What follows belongs to an exercise in optimizing a design on an open flow for small area and a short achievable clock period; a production flow would make more cautious choices. RTL that was checked went through simulation tests only; none was proved equivalent to the original. The RTL of run 1 was laid out without a check of its function.

## flow/design.v (module list and top-level ports; edited modules follow where they fit)
// module pe: 738 lines
// module pe_gc: 3 lines
// module pe_and2: 3 lines
// module pe_xor2: 3 lines
// module pe_bsel: 3 lines
// module pe_fa: 4 lines
// module pe_ha: 4 lines
module pe (
    input wire clk,
    input wire rst,
    input wire [15:0] act,
    input wire [15:0] wgt,
    input wire store,
    input wire reuse,
    input wire [3:0] addr,
    input wire update_out,
    output reg [31:0] out
);
  // ...
==> flow/flow/run.sh <==
#!/bin/bash
# Layout flow. Synthesis is the standard synthesis, unchanged. After the floorplan,
# every combinational cell is set to its smallest drive strength (downsize.tcl); the rest
# is the standard layout, with the ports buffered by buf_2 cells and timing repair
# aiming at 6 ns of setup slack, so that it upsizes only the cells the timing needs.
# After the global-route repair, recover.tcl sets cells back to smaller drive strengths
# where that does not lower the worst setup slack (recover_hook.tcl).
# Each step's full output goes to its own log file in this folder.
set -euo pipefail
here=$(pwd)
bash standard.sh synth > synth.log 2>&1
bash standard.sh floorplan > floorplan.log 2>&1
odb=$(ls $here/orfs/results/*/pe/base/2_floorplan.odb)
DS_ODB=$odb openroad -no_init -exit flow/downsize.tcl > downsize.log 2>&1
bash standard.sh 'BUFFER_PORTS_ARGS=-buffer_cell sky130_fd_sc_hd__buf_2' SETUP_SLACK_MARGIN=6 POST_GLOBAL_ROUTE_TCL=$here/flow/recover_hook.tcl finish > layout.log 2>&1
==> flow/flow/downsize.tcl <==
# Set every combinational standard cell to the smallest drive strength of the same
# function; timing repair later in the flow upsizes the cells that need it.
# Flip-flops, tap cells and port buffers are left alone.
set odb_file $::env(DS_ODB)
read_db $odb_file
set db [ord::get_db]
set block [ord::get_db_block]
set skip {dfxtp dfxbp dfrtp dfrbp dfstp dfsbp edfxtp sdfxtp tapvpwrvgnd conb clkbuf clkinv}
set n 0
foreach inst [$block getInsts] {
  set m [$inst getMaster]
  set name [$m getName]
  if {![regexp {^sky130_fd_sc_hd__(\w+)_(\d+)$} $name -> base drive]} { continue }
  if {[lsearch -exact $skip $base] >= 0} { continue }
  set best ""
  set best_area [expr {[$m getWidth] * [$m getHeight]}]
  foreach d {0 1 2} {
    if {$d >= $drive} { break }
    set cand [$db findMaster "sky130_fd_sc_hd__${base}_$d"]
    if {$cand eq "NULL" || $cand eq ""} { continue }
    set a [expr {[$cand getWidth] * [$cand getHeight]}]
    if {$a < $best_area} { set best $cand; set best_area $a }
  }
  if {$best ne ""} {
    $inst swapMaster $best
    incr n
  }
}
puts "downsized $n instances"
write_db $odb_file
==> flow/flow/recover.tcl <==
# Area recovery after timing repair: try each combinational cell at a smaller drive
# strength, least critical first, and keep the change only if the worst setup slack does
# not drop (by more than 5 ps in all) and the max-slew and max-capacitance checks keep a
# 20% margin (or what they had).
# est is the estimate_parasitics mode in use at this point of the flow.
proc pe_recover_est {est} {
  estimate_parasitics $est
}
proc pe_recover_area {est} {
  set db [ord::get_db]
  set block [ord::get_db_block]
  pe_recover_est $est
  set wns0 [sta::worst_slack_cmd max]
  set floor [expr {$wns0 - 0.005e-9}]
  set slew0 [sta::max_slew_violation_count]
  set cap0 [sta::max_capacitance_violation_count]
  set slewlim [expr {min(0.2, [sta::max_slew_check_slack_limit])}]
  set caplim [expr {min(0.2, [sta::max_capacitance_check_slack_limit])}]
  set cands {}
  foreach inst [$block getInsts] {
    set name [[$inst getMaster] getName]
    if {![regexp {^sky130_fd_sc_hd__(\w+)_(\d+)$} $name -> base drive]} { continue }
    if {[regexp {^(dfxtp|dfxbp|dfrtp|dfrbp|dfstp|dfsbp|edfxtp|sdfxtp|tapvpwrvgnd|conb|clkbuf|clkinv|clkdlybuf4s50|decap|fill)} $base]} { continue }
    if {$drive <= 1} { continue }
    set pin_slack 1.0
    foreach it [$inst getITerms] {
      if {[$it isOutputSignal]} {
        set p [get_pins -quiet [$inst getName]/[[$it getMTerm] getName]]
        if {$p ne ""} { set pin_slack [get_property $p slack_max] }
      }
    }
    lappend cands [list $pin_slack $inst $base $drive]
  }
  set cands [lsort -real -decreasing -index 0 $cands]
  set n 0
  foreach c $cands {
    lassign $c s inst base drive
    set orig [[$inst getMaster] getName]
    foreach d {0 1 2 4 6 8} {
      if {$d >= $drive} { break }
      set m [$db findMaster "sky130_fd_sc_hd__${base}_$d"]
      if {$m eq "NULL" || $m eq ""} { continue }
      replace_cell [$inst getName] "sky130_fd_sc_hd__${base}_$d"
      pe_recover_est $est
      if {[sta::worst_slack_cmd max] >= $floor && [sta::max_slew_violation_count] <= $slew0
          && [sta::max_capacitance_violation_count] <= $cap0
          && [sta::max_slew_check_slack_limit] >= $slewlim
          && [sta::max_capacitance_check_slack_limit] >= $caplim} {
        incr n
        break
      }
      replace_cell [$inst getName] $orig
      pe_recover_est $est
    }
  }
  puts "area recovery: downsized $n of [llength $cands] cells, worst slack [sta::worst_slack_cmd max] (was $wns0)"
}
==> flow/flow/recover_hook.tcl <==
# POST_GLOBAL_ROUTE hook: area recovery (recover.tcl) after the global-route timing
# repair, with the nets of resized cells routed again incrementally.
source [file join [file dirname [info script]] recover.tcl]
global_route -start_incremental
pe_recover_area -global_routing
global_route -end_incremental
estimate_parasitics -global_routing
report_worst_slack -max -digits 3
write_guides $::env(RESULTS_DIR)/route.guide
==> flow/standard.sh <==
#!/bin/bash
# synth_recipe.tcl (not shown) runs the flow's synth.tcl, then flattens the netlist and writes it again
# the make line also repeats each setting of config.mk as NAME=value (left out here)
make -C /OpenROAD-flow-scripts/flow DESIGN_CONFIG=/design/flow/config.mk WORK_HOME=/design/flow/orfs CLKGATE_MAP_FILE= SYNTH_SCRIPT=/design/flow/synth_recipe.tcl "${@:-finish}"
==> flow/config.mk <==
export PLATFORM = sky130hd
export DESIGN_NAME = pe
export DESIGN_NICKNAME = pe
export VERILOG_FILES = /design/flow/design.v
export SDC_FILE = /design/flow/constraint.sdc
export NUM_CORES = 4
export LEC_CHECK = 0
export CAP_MARGIN = 20
export CORE_MARGIN = 2
export CORE_UTILIZATION = 60
export PLACE_DENSITY = 0.75
export SETUP_SLACK_MARGIN = 5
export SLEW_MARGIN = 20
export SYNTH_HIERARCHICAL = 1
==> flow/constraint.sdc <==
create_clock -name core_clock -period 11.0 [get_ports {clk}]
set_input_delay 2.2000 -clock core_clock [delete_from_list [all_inputs] [get_ports {clk}]]
set_output_delay 2.2000 -clock core_clock [all_outputs]
set_load 0.01 [all_outputs]
==> impl_results.md, run 1 <==
* Fin Clk Skew at 0.0317 ns
* Global-route wire length before repair at 64400 µm
* Die width at 167 µm
* # clk buffers at 17
* Data required time at the worst endpoint at 11.30 ns
* Critical path's top delay family: adder cells
* Setup TNS at 0 ns
* Cell taking the most area after synthesis: fa_1
* Area share of the leading cell type in the synthesized netlist at 23.2%
* Non-filler cells, final at 1855
* Status: no timing/DRC/antenna violations
* Multi-input logic area at 11500 µm²
* Post-layout nets at 1748
* Final number of hold-violating endpoints at 0
* Hold path startpoint: r2[9]
* DP Area at 15800 µm²
* Largest fanout on the critical path at 16
* Worst Tran Pin Value at 1.09 ns
* Yosys reg bits at 169
* Most frequent cell after synthesis: xnor2_1
* Post-synthesis adder-cell area fraction at 24.4%
* Main area contributors after synthesis: fa_1 (23%), dfxtp_1 (21%), a22oi_2 (15%)
* Non-clk invs at 1
* ANT cells at 0
* Gpl congestion at 0.891
* Clk sinks at 169
* Seq area share at 20.8%
==> inputs of run 2 (changes only) <==
--- a/flow/design.v
+++ b/flow/design.v
@@ -460,18 +460,17 @@
     wire fs183, fc183;
     pe_fa u198 (.a(fs124), .b(fc152), .c(fs153), .s(fs183), .co(fc183));
     wire fs184, fc184;
     pe_fa u199 (.a(fs126), .b(fc153), .c(fs154), .s(fs184), .co(fc184));
     wire [31:0] row_a = {fc183, fc182, fc181, fc180, fc179, fc178, fc177, fc176, fc175, fc174, fc173, fc172, fc171, fc170, fc169, fc168, fc167, fc166, fc165, fc164, fc163, fc162, fc161, fc160, fc159, fc158, fc157, fc156, fc155, hc16, hc15, hs15};
     wire [31:0] row_b = {fs184, fs183, fs182, fs181, fs180, fs179, fs178, fs177, fs176, fs175, fs174, fs173, fs172, fs171, fs170, fs169, fs168, fs167, fs166, fs165, fs164, fs163, fs162, fs161, fs160, fs159, fs158, fs157, fs156, fs155, hs16, pp0[0]};
     wire [31:0] cg0, cp0;
     generate for (g = 0; g < 32; g = g + 1) begin : cpg
-        pe_and2 ag (.a(row_a[g]), .b(row_b[g]), .y(cg0[g]));
-        pe_xor2 xp (.a(row_a[g]), .b(row_b[g]), .y(cp0[g]));
+        pe_ha h (.a(row_a[g]), .b(row_b[g]), .s(cp0[g]), .co(cg0[g]));
     end endgenerate
     wire [31:0] cg1, cp1;
     assign cg1[0] = cg0[0]; assign cp1[0] = cp0[0];
     pe_gc c0_1 (.g1(cg0[1]), .p1(cp0[1]), .g0(cg0[0]), .g(cg1[1]));
     pe_and2 a0_1 (.a(cp0[1]), .b(cp0[0]), .y(cp1[1]));
     assign cg1[2] = cg0[2]; assign cp1[2] = cp0[2];
     pe_gc c0_3 (.g1(cg0[3]), .p1(cp0[3]), .g0(cg0[2]), .g(cg1[3]));
     pe_and2 a0_3 (.a(cp0[3]), .b(cp0[2]), .y(cp1[3]));
==> run 2 against run 1 <==
Die area shrank 0.46%. Design area is 0.45% lower. Synthesized area down 0.46%. Highest routed layer unchanged. Clock skew is 0.0091 ns higher. Largest cell class unchanged.
==> impl_results.md, run 2 <==
* CTS tree: done
* Peak per-stage delay on the critical path at 0.59 ns
* Final number of hold-violating endpoints at 0 (unchanged)
* Post-route ant nets at 0
* Most frequent cell after synthesis: xnor2_1
* Critical path's top delay family: adder cells
* ANT cells at 0 (unchanged)
* Largest fanout on the critical path at 20 (+4)
* Final Util at 63.4%
* Final Critical Period at 4.96 ns
* Async S/R FF share, synth at 0%
* Period utilization at 45.1%
* Chip Height at 166 µm
* Startpoint types: flip-flop
* Routed vias at 11600
* Cell area after synthesis at 15800 µm²
* Clk slew on worst S/H paths at 0.08 ns
* Root Driver: clkbuf_16
* GRT Overall Usage at 30.1%
* Met1 Use GR at 41.6%
* Met3 usage in global routing at 6.35%
* Global-route wire length before repair at 66600 µm (+3.5%)
* Synth Area in Compound Gates at 21.0%
* CP endpoint kind: flip-flop
* Die area at 27700 µm²
* Bufs and invs on worst path at 1
* Post-synthesis adder-cell area fraction at 27.1% (+2.6 points)
* Final Setup Violations at 0
* Rows at 59
* # DRC at 0
* Crit-path cells: buf_2, xnor2_1, fa_1, fa_1, fa_1, fa_1, ha_4, and2_4, and2_4, and2_1, a21o_4, a21o_1, xor2_2, mux2i_1, nor2_1
* Fmax at 0.202 GHz
* DP Area at 15600 µm² (-0.77%)
* Clock buffer depth at 2
* Setup TNS at 0 ns (unchanged)
* Largest family of logic cells by synthesized area: adder cells
* Post-Synth XOR/XNOR Area at 13.2%
* Mapped Cells at 1390
* Cell taking the most area after synthesis: fa_1
* Die width at 166 µm (-0.23%)
* I/O Buffers at 72
* H-tree lvl count at 4
* Post-synthesis simple-gate area fraction at 10.9%
* Worst Tran Pin Value at 1.13 ns (+0.0372 ns)
* Status: no timing/DRC/antenna violations
* Core area at 26000 µm²
* Syn nets at 1663
* Vias in the first global route at 12000
* Worst Path Arrival at 5.24 ns
* Area share of the leading cell type in the synthesized netlist at 23.3% (+0.11 points)
* Maximum capacitance violations at 0
* Data required time at the worst endpoint at 11.28 ns (-0.02 ns)
* Top cells by instance count after synthesis: xnor2_1 (200), a22oi_2 (192), fa_1 (184), dfxtp_1 (169), and2_1 (109)
* Critical-path cell with the highest stage delay: buf_2
* Commonest non-fill, non-tap cells in the layout: xnor2_1 (199), a22oi_1 (187), fa_1 (181)
* DR WL/cell at 23.0 µm
* Fin Clk Skew at 0.0408 ns (+0.00911 ns)
* Biggest regs: accg x32, bm_r x32, out x32
* Final wirelength at 41800 µm
* Gpl congestion at 0.885 (-0.73%)
* Fin area at 16500 µm²
* Io pins at 73
* Iter 0 DRT Violations at 1278
* R2R setup slack at 6.04 ns
* Post-CTS Setup Inserts at 0
* Clk sinks at 169 (unchanged)
* Syn avg cell area at 11.4 µm²
* Worst Setup Path Type: reg2reg
* Fillers at 2133
* Seq/Total Area, Yosys at 21.4%
* Vias/cell at 6.36
* Layout cells sized above 1 at 8.23%
* Clk Latency, worst-skew pair at 0.45 ns
* Max Slew Vio Count at 0
* Area Overhead vs Synth at 4.01%
* Largest net degree at the start of global routing at 73
* First-pass DRT Iterations at 7
* Number of buffers inserted by hold repair at cts at 0
* Num CTS Buffers at 17
* Met2 usage at 47.6%
* Initial antenna violation count at 0
* Grt ovf at 0
* Multiplexer area fraction after synthesis at 5.18%
* Hpwl dp at 27700 µm
* Initial Utilization at 60.9%
* Main area contributors after synthesis: fa_1 (23%), dfxtp_1 (21%), a22oi_2 (15%)
* Synth warn at 7
* CTS resizes at 54
* Worst slew margin at 24.9%
* Hold Crit Class: reg2reg
* Post-layout nets at 1743 (-0.29%)
* EDFF count, synth at 0
* Number of distinct library cells after synthesis at 34
* Yosys reg bits at 169 (unchanged)
* GR peak layer: met2
* Most common cell after layout, fill and taps aside: xnor2_1
* Most common cell on crit path: fa_1
* Ys flop type: dfxtp_1
==> run 2: routing by layer <==
layer	vias up	wire (µm)
met1	5742	17100
met4	0	1180
met3	103	3900
li1	5057	-
met5	-	0
met2	662	19700
==> run 2: worst paths after layout <==
kind	from	to	depth (start not counted)
min reg2reg	r2[11]	r2[11]	2
max	neg[6]	out[24]	15
max reg2reg	neg[6]	out[24]	15
min	r2[11]	r2[11]	2
==> run 2: worst register-to-register path: cells and delay by family, from the launching register on <==
kind | cells | cell delay [ns]
fa+ha+maj | 5 | 2.15
buf+inv | 1 | 0.60
simple gates | 4 | 0.59
compound gates | 2 | 0.57
xor+xnor | 2 | 0.40
flops | 1 | 0.39
mux | 1 | 0.14
==> run 2: cells by family after synthesis <==
logic type / after synthesis
fa+ha+maj: 232
other cells: 1
mux: 80
flops: 169
buf+inv: 45
simple gates: 302
compound gates: 322
xor+xnor: 239
==> run 2: final cells by class <==
cell class	instances	area [µm²]	area share [%]
Inverter	1	3.75	0.0228
Multi-Input combinational cell	1177	11500	69.9
Clock buffer	17	425	2.58
Sequential cell	169	3450	20.9
Timing Repair Buffer	104	536	3.25
Tap cell	335	419	2.54
Clock inverter	15	131	0.798
==> run 2: metrics by stage <==
step                      setup WS, ns  instances  hold slack [ns]
final                             6.04       1818            0.473
after floorplan                   5.46       1390            0.445
after CTS                         5.99       1811            0.474
after global placement            5.75       1777            0.454
after detailed placement          5.65       1777            0.461
==> run 2: modules after synthesis, one instance, submodules excluded <==
module	copies in the design	flip-flops and latches	cells inside	cell area [µm²]
pe_fa	184	0	1	20.0
pe	1	169	622	6340
pe_bsel	192	0	2	21.3
pe_and2	45	0	1	6.26
pe_xor2	32	0	1	8.76
pe_ha	48	0	1	12.5
pe_gc	75	0	1	7.51
==> inputs of run 3 (changes only) <==
==> flow/flow/run.sh (replaced) <==
#!/bin/bash
# Layout flow. Synthesis is the standard synthesis, unchanged. After the floorplan,
# every combinational cell is set to its smallest drive strength (downsize.tcl); the rest
# is the standard layout, with the ports buffered by buf_2 cells and timing repair
# aiming at 7.2 ns of setup slack, so that it upsizes only the cells the timing needs.
# After the global-route repair, recover.tcl sets cells back to smaller drive strengths
# where that does not lower the worst setup slack (recover_hook.tcl).
# Each step's full output goes to its own log file in this folder.
set -euo pipefail
here=$(pwd)
bash standard.sh synth > synth.log 2>&1
bash standard.sh floorplan > floorplan.log 2>&1
odb=$(ls $here/orfs/results/*/pe/base/2_floorplan.odb)
DS_ODB=$odb openroad -no_init -exit flow/downsize.tcl > downsize.log 2>&1
bash standard.sh 'BUFFER_PORTS_ARGS=-buffer_cell sky130_fd_sc_hd__buf_2' SETUP_SLACK_MARGIN=7.2 POST_GLOBAL_ROUTE_TCL=$here/flow/recover_hook.tcl finish > layout.log 2>&1
==> run 3 against run 2 <==
First-iteration DRC count down 2.1%. Design area up 0.55%. Global-route usage up 1.4 points. Via count up 1.6%. Still clean on timing, DRC and antenna. Worst setup slack worse by 0.061 ns. Clock skew about the same.
==> impl_results.md, run 3 <==
* Core area at 26000 µm² (unchanged)
* RR Startpoint: two[0]
* Commonest non-fill, non-tap cells in the layout: xnor2_1 (198), a22oi_1 (187), fa_1 (183)
* Maximum capacitance violations at 0 (unchanged)
* Final wirelength at 43200 µm (+3.2%)
* CTS resizes at 146 (+170%)
* Top cells by instance count after synthesis: xnor2_1 (200), a22oi_2 (192), fa_1 (184), dfxtp_1 (169), and2_1 (109)
* Critical-path cell with the highest stage delay: fa_1
* Syn nets at 1663 (unchanged)
* Fmax at 0.199 GHz (-1.2%)
* R2R setup slack at 5.98 ns (-0.06 ns)
* Routed vias at 11800 (+1.6%)
* Vias in the first global route at 12300 (+2.4%)
* Initial antenna violation count at 0 (unchanged)
* Post-layout nets at 1754 (+0.63%)
* Largest fanout on the critical path at 16 (-20%)
* EDFF count, synth at 0 (unchanged)
* Worst Tran Pin Value at 1.11 ns (-0.0174 ns)
* Grt ovf at 0 (unchanged)
* CP endpoint kind: flip-flop
* Hold path startpoint: r2[11]
* R2R Path End: out[28]
* Num CTS Buffers at 17 (unchanged)
* Clk sinks at 169 (unchanged)
* Hold Crit Class: reg2reg
* Worst setup path startpoint: two[0]
* Worst slew margin at 26.1% (+1.2 points)
* Cell area after synthesis at 15800 µm² (unchanged)
* Most frequent cell after synthesis: xnor2_1
* I/O Buffers at 72 (unchanged)
* Max Slew Vio Count at 0 (unchanged)
* Fin Clk Skew at 0.0406 ns (-0.000233 ns)
* Area Overhead vs Synth at 4.58%
* Gpl congestion at 0.885 (unchanged)
* Cell taking the most area after synthesis: fa_1
* GRT Overall Usage at 31.5% (+1.4 points)
* Worst Setup Path Type: reg2reg
* Root Driver: clkbuf_16
* Final number of hold-violating endpoints at 0 (unchanged)
* Yosys reg bits at 169 (unchanged)
* Crit-path cells: buf_12, a22oi_1, xnor2_1, fa_1, fa_1, fa_1, fa_1, fa_1, ha_4, a21o_1, a21o_4, a21o_4, a21o_1, a21o_1, xor2_2, mux2i_1, nor2_1
* Seq/Total Area, Yosys at 21.4% (unchanged)
* Iter 0 DRT Violations at 1251 (-2.1%)
* Area share of the leading cell type in the synthesized netlist at 23.3% (unchanged)
* # DRC at 0 (unchanged)
* Setup TNS at 0 ns (unchanged)
* Hold Path Stages at 2 (unchanged)
* Status: no timing/DRC/antenna violations
* Hold Path End: r2[11]
* First-pass DRT Iterations at 7 (unchanged)
* H-tree lvl count at 4 (unchanged)
* DR WL/cell at 23.6 µm (+2.6%)
* Startpoint types: flip-flop
* CTS tree: done
* Io pins at 73 (unchanged)
* Clk Latency, worst-skew pair at 0.45 ns (about the same)
* Main area contributors after synthesis: fa_1 (23%), dfxtp_1 (21%), a22oi_2 (15%)
* Async S/R FF share, synth at 0% (unchanged)
* Number of buffers inserted by hold repair at cts at 0 (unchanged)
* Hpwl dp at 27700 µm (unchanged)
* Layout cells sized above 1 at 8.43% (+0.21 points)
* Post-CTS Setup Inserts at 12 (+12)
* R2R depth at 17 (+2)
* Die width at 166 µm (unchanged)
* Most common cell on crit path: fa_1
* Global-route wire length before repair at 69300 µm (+4.0%)
* Final Setup Violations at 0 (unchanged)
* Final Critical Period at 5.02 ns (+0.0606 ns)
* Most common cell after layout, fill and taps aside: xnor2_1
* Post-route ant nets at 0 (unchanged)
* Peak per-stage delay on the critical path at 0.55 ns (-0.04 ns)
* Mapped Cells at 1390 (unchanged)
* Initial Utilization at 60.9% (unchanged)
* Syn avg cell area at 11.4 µm² (unchanged)
* Biggest regs: accg x32, bm_r x32, out x32
* Chip Height at 166 µm (unchanged)
* Die area at 27700 µm² (unchanged)
* Data required time at the worst endpoint at 11.32 ns (+0.04 ns)
* Largest net degree at the start of global routing at 73 (unchanged)
* Vias/cell at 6.43 (+1.0%)
* Ys flop type: dfxtp_1
* Clock buffer depth at 2 (unchanged)
* Synth warn at 7 (unchanged)
* ANT cells at 0 (unchanged)
* Rows at 59 (unchanged)
* Clk slew on worst S/H paths at 0.09 ns (about the same)
* Worst Path Arrival at 5.34 ns (+0.10 ns)
* Number of distinct library cells after synthesis at 34 (unchanged)
* Period utilization at 45.6% (+0.55 points)
run 3: cell counts after synthesis:
Identical to the previous run, type by type.
run 3: per-layer routing:
layer	global-route usage (%)	share of wire [%]
met1	42.9	40
met2	50.2	46
met3	6.18	9.3
met4	11.9	3.9
met5	0	0
run 3: how the worst max path moves through the flow:
stage / endpoint / slack [ns] / depth (start not counted)
after floorplan: out[26] / 5.46 / 16
after global placement: out[31] / 5.75 / 16
after detailed placement: out[30] / 5.65 / 16
after CTS: out[25] / 6.09 / 17
final: out[28] / 5.98 / 17
run 3: cell families (layout without fill, tap and decap cells):
logic type | Yosys count | count (layout) | share of synthesized area (%)
other | 1 | 1 | 0.0237
XOR/XNOR | 239 | 239 | 13.2
AO/OA/AOI/OAI | 322 | 323 | 21.0
AND/OR/NAND/NOR | 302 | 302 | 10.9
adder cells (fa/ha/maj) | 232 | 232 | 27.1
multiplexers | 80 | 80 | 5.18
flip-flops | 169 | 169 | 21.4
buffers and inverters | 45 | 148 | 1.33
run 3: Yosys stat by module, one instance, submodules excluded, a selection:
| module | cells | flip-flops and latches | copies in the design | cell area, µm² |
|---|---|---|---|---|
| pe_xor2 | 1 | 0 | 32 | 8.76 |
| pe_bsel | 2 | 0 | 192 | 21.3 |
| pe | 622 | 169 | 1 | 6340 |
| pe_and2 | 1 | 0 | 45 | 6.26 |
| pe_fa | 1 | 0 | 184 | 20.0 |
| pe_gc | 1 | 0 | 75 | 7.51 |
run 3: stage by stage:
step                hold slack, ns  cells  area [µm²]  util, %  setup slack [ns]
floorplan                    0.445   1390       15800        -              5.46
global placement             0.454   1777       15600     60.2              5.75
detailed placement           0.461   1777       15600     60.2              5.65
CTS                          0.474   1825       17200     66.1              6.09
finish                       0.471   1829       16600     63.7              5.98
run 3: layout make-up:
type	count	area [µm²]
multi-input cells	1177	11500
fillers	2130	9420
clock inverters	15	134
inverters	1	3.75
flip-flops and latches	169	3460
well taps	335	419
clock buffers	17	425
repair buffers	115	627
run 3: critical path: cells and delay by family, from the launching register on:
family	cells	cell delay [ns]
AND/OR/NAND/NOR	1	0.05
AO/OA/AOI/OAI	6	1.18
multiplexers	1	0.14
buffers and inverters	1	0.16
flip-flops	1	0.38
XOR/XNOR	2	0.36
adder cells (fa/ha/maj)	6	2.59
==> inputs of run 4 (changes only) <==
==> flow/flow/run.sh (replaced) <==
#!/bin/bash
# Layout flow. Synthesis is the standard synthesis, unchanged. After the floorplan,
# every combinational cell is set to its smallest drive strength (downsize.tcl); the rest
# is the standard layout, with the ports buffered by buf_2 cells and timing repair
# aiming at 6.6 ns of setup slack, so that it upsizes only the cells the timing needs.
# After the global-route repair, recover.tcl sets cells back to smaller drive strengths
# where that does not lower the worst setup slack (recover_hook.tcl).
# Each step's full output goes to its own log file in this folder.
set -euo pipefail
here=$(pwd)
bash standard.sh synth > synth.log 2>&1
bash standard.sh floorplan > floorplan.log 2>&1
odb=$(ls $here/orfs/results/*/pe/base/2_floorplan.odb)
DS_ODB=$odb openroad -no_init -exit flow/downsize.tcl > downsize.log 2>&1
bash standard.sh 'BUFFER_PORTS_ARGS=-buffer_cell sky130_fd_sc_hd__buf_2' SETUP_SLACK_MARGIN=6.6 POST_GLOBAL_ROUTE_TCL=$here/flow/recover_hook.tcl finish > layout.log 2>&1
==> run 4 against run 3 <==
Worst setup slack got worse by 0.025 ns. Still clean on timing, DRC and antenna. Non-clock buffer count decreased by 1. Largest cell class unchanged. First-iteration DRC count up 4.4%. Utilization increased by 0.25 points. Maximum frequency fell by 0.50%.
==> impl_results.md, run 4 <==
* Status: no timing/DRC/antenna violations
* Critical-path cell with the highest stage delay: fa_1
* Post-route ant nets at 0 (unchanged)
* Worst slack, placed at 5.65 ns (unchanged)
* Number of buffers inserted by hold repair at cts at 0 (unchanged)
* Post-layout nets at 1753 (-0.057%)
* Fin Clk Skew at 0.0382 ns (-0.00234 ns)
* Hold_ws at 0.473 ns (+0.00157 ns)
* Die area at 27700 µm² (unchanged)
* Worst slew margin at 24.0% (-2.1 points)
* Max Slew Vio Count at 0 (unchanged)
* CP endpoint kind: flip-flop
* Hold path startpoint: r2[11]
* Mapped Cells at 1390 (unchanged)
* Iter 0 DRT Violations at 1306 (+4.4%)
* Final Setup Violations at 0 (unchanged)
* Worst Path Arrival at 5.33 ns (about the same)
* Routed vias at 11600 (-0.94%)
* Hold Path Stages at 2 (unchanged)
* Vias/cell at 6.37 (-0.89%)
* Final Critical Period at 5.04 ns (+0.0250 ns)
* RR Startpoint: two[0]
* Number of distinct library cells after synthesis at 34 (unchanged)
* Num CTS Buffers at 17 (unchanged)
* Fmax at 0.198 GHz (-0.50%)
* Critical path's top delay family: adder cells
* Yosys reg bits at 169 (unchanged)
* Rows at 59 (unchanged)
* CTS tree: done
* DR WL/cell at 23.6 µm (-0.12%)
* Cell taking the most area after synthesis: fa_1
* Final wirelength at 43100 µm (-0.17%)
* Core area at 26000 µm² (unchanged)
* Global-route wire length before repair at 68700 µm (-0.88%)
* Die width at 166 µm (unchanged)
* R2R depth at 17 (unchanged)
* Largest net degree at the start of global routing at 73 (unchanged)
* Initial antenna violation count at 0 (unchanged)
* Syn avg cell area at 11.4 µm² (unchanged)
* Chip Height at 166 µm (unchanged)
* Fillers at 2120 (-0.47%)
* Clock buffer depth at 2 (unchanged)
* Clk slew on worst S/H paths at 0.09 ns (about the same)
* Data required time at the worst endpoint at 11.29 ns (-0.03 ns)
* Layout cells sized above 1 at 8.64% (+0.21 points)
* Post-CTS Setup Inserts at 6 (-6)
* Most frequent cell after synthesis: xnor2_1
* Most common cell on crit path: fa_1
* Setup WS post-layout at 5.96 ns (-0.0250 ns)
* Seq/Total Area, Yosys at 21.4% (unchanged)
* # DRC at 0 (unchanged)
* CTS resizes at 125 (-14%)
* Largest fanout on the critical path at 16 (unchanged)
* Commonest non-fill, non-tap cells in the layout: xnor2_1 (197), a22oi_1 (183), fa_1 (183)
* Multi-input logic area at 11500 µm² (+0.14%)
* Clk Latency, worst-skew pair at 0.45 ns (about the same)
* Biggest regs: accg x32, bm_r x32, out x32
* Setup TNS at 0 ns (unchanged)
* Bufs and invs on worst path at 1 (unchanged)
* Async S/R FF share, synth at 0% (unchanged)
* Maximum capacitance violations at 0 (unchanged)
* I/O Buffers at 72 (unchanged)
* Grt ovf at 0 (unchanged)
* Area share of the leading cell type in the synthesized netlist at 23.3% (unchanged)
* Worst Tran Pin Value at 1.14 ns (+0.0308 ns)
* Syn nets at 1663 (unchanged)
* Hold Path End: r2[11]
* Ys flop type: dfxtp_1
* Vias in the first global route at 12200 (-0.73%)
* Period utilization at 45.9% (+0.23 points)
* R2R setup slack at 5.96 ns (-0.03 ns)
* R2R Path End: out[28]
* Final number of hold-violating endpoints at 0 (unchanged)
* Register area at 3480 µm² (+0.47%)
* Area Overhead vs Synth at 4.99%
* H-tree lvl count at 4 (unchanged)
* First-pass DRT Iterations at 7 (unchanged)
* Hpwl dp at 27700 µm (unchanged)
* EDFF count, synth at 0 (unchanged)
* Top cells by instance count after synthesis: xnor2_1 (200), a22oi_2 (192), fa_1 (184), dfxtp_1 (169), and2_1 (109)
* Most common cell after layout, fill and taps aside: xnor2_1
* Main area contributors after synthesis: fa_1 (23%), dfxtp_1 (21%), a22oi_2 (15%)
* Gpl congestion at 0.885 (unchanged)
* Hold Crit Class: reg2reg
* Synth warn at 7 (unchanged)
* Cell area after synthesis at 15800 µm² (unchanged)
* GRT Overall Usage at 31.3% (-0.27 points)
* Initial Utilization at 60.9% (unchanged)
* Startpoint types: flip-flop
* ANT cells at 0 (unchanged)
* Root Driver: clkbuf_16
* Crit-path cells: buf_12, a22oi_2, xnor2_1, fa_1, fa_1, fa_1, fa_1, fa_1, ha_2, a21o_1, a21o_4, a21o_4, a21o_1, a21o_1, xor2_2, mux2i_1, nor2_1
* Peak per-stage delay on the critical path at 0.51 ns (-0.04 ns)
* Worst Setup Path Type: reg2reg
* Clk sinks at 169 (unchanged)
* Io pins at 73 (unchanged)
run 4: cell counts after synthesis:
Identical to the previous run, type by type.
run 4: worst max-delay path by stage:
stage	startpoint	to	slack, ns	cells past startpoint
floorplan	one[0]	out[26]	5.46	16
global placement	bm_r[17]	out[31]	5.75	16
detailed placement	bm_r[15]	out[30]	5.65	16
CTS	one[0]	out[25]	6.09	17
finish	two[0]	out[28]	5.96	17
run 4: layer usage:
metal,track usage [%],up-vias,wire length (µm)
met2,49.4,645,20300
met5,0,-,0
met3,6.25,118,3570
li1,-,5081,-
met1,42.6,5799,17800
met4,12.3,0,1510
run 4: per-module statistics from Yosys (local to each module, per instance):
module | flip-flops and latches | times used | area, µm² | cells
pe | 169 | 1 | 6340 | 622
pe_and2 | 0 | 45 | 6.26 | 1
pe_bsel | 0 | 192 | 21.3 | 2
pe_fa | 0 | 184 | 20.0 | 1
pe_gc | 0 | 75 | 7.51 | 1
pe_ha | 0 | 48 | 12.5 | 1
pe_xor2 | 0 | 32 | 8.76 | 1
run 4: cells by family after synthesis:
logic type | after synthesis | share of synthesized area [%]
buffers and inverters | 45 | 1.33
XOR/XNOR | 239 | 13.2
flip-flops | 169 | 21.4
multiplexers | 80 | 5.18
AND/OR/NAND/NOR | 302 | 10.9
adder cells (fa/ha/maj) | 232 | 27.1
AO/OA/AOI/OAI | 322 | 21.0
other | 1 | 0.0237
run 4: stage by stage:
stage	cell area (µm²)	std cells	util [%]
6_report	16600	1828	64.0
4_1_cts	17000	1819	65.5
3_5_place_dp	15600	1777	60.2
2_1_floorplan	15800	1390	-
3_3_place_gp	15600	1777	60.2
run 4: area by class of cell:
type                    instances  share of cell area [%]
clock buffers                  17                    2.56
clock inverters                15                   0.790
inverters                       1                  0.0226
multi-input cells            1177                    69.2
flip-flops and latches        169                    20.9
well taps                     335                    2.52
repair buffers                114                    3.98
run 4: worst register-to-register path, stage by stage, from the launching register on:
cell	delay (ns)
dfxtp_4	0.40
buf_12	0.18
a22oi_2	0.10
xnor2_1	0.22
fa_1	0.47
fa_1	0.46
fa_1	0.41
fa_1	0.48
fa_1	0.51
ha_2	0.29
a21o_1	0.19
a21o_4	0.20
a21o_4	0.25
a21o_1	0.17
a21o_1	0.18
xor2_2	0.19
mux2i_1	0.14
nor2_1	0.05

static timing again, ports no longer ideal:
Ports are ideal in the flow. The routed layouts listed here were re-timed in OpenROAD.
Step 1 sets driving cells, clkbuf_16 on the clock port and buf_2 on the other inputs (assumed; they add their load-dependent delay and slew).
Step 2 times the ports against the registers' clock, not the clock port: input delays grow and output delays shrink by t, the midpoint of the rising clock arrivals with the driver on.
Three values: ideal ports, drivers, drivers and shift; two values: the first two.
run	t (ns)	setup slack, ns	hold WS [ns]	cell pins on the clock port's net
run 1	0.489	6.019 / 6.019 / 6.019	0.472 / 0.472 / 0.472	1
run 2	0.481	6.041 / 6.041 / 6.041	0.473 / 0.473 / 0.473	1
run 3	0.482	5.980 / 5.980 / 5.980	0.471 / 0.471 / 0.471	1
run 4	0.483	5.955 / 5.955 / 5.955	0.473 / 0.473 / 0.473	1
After both steps every run listed still meets setup and hold.
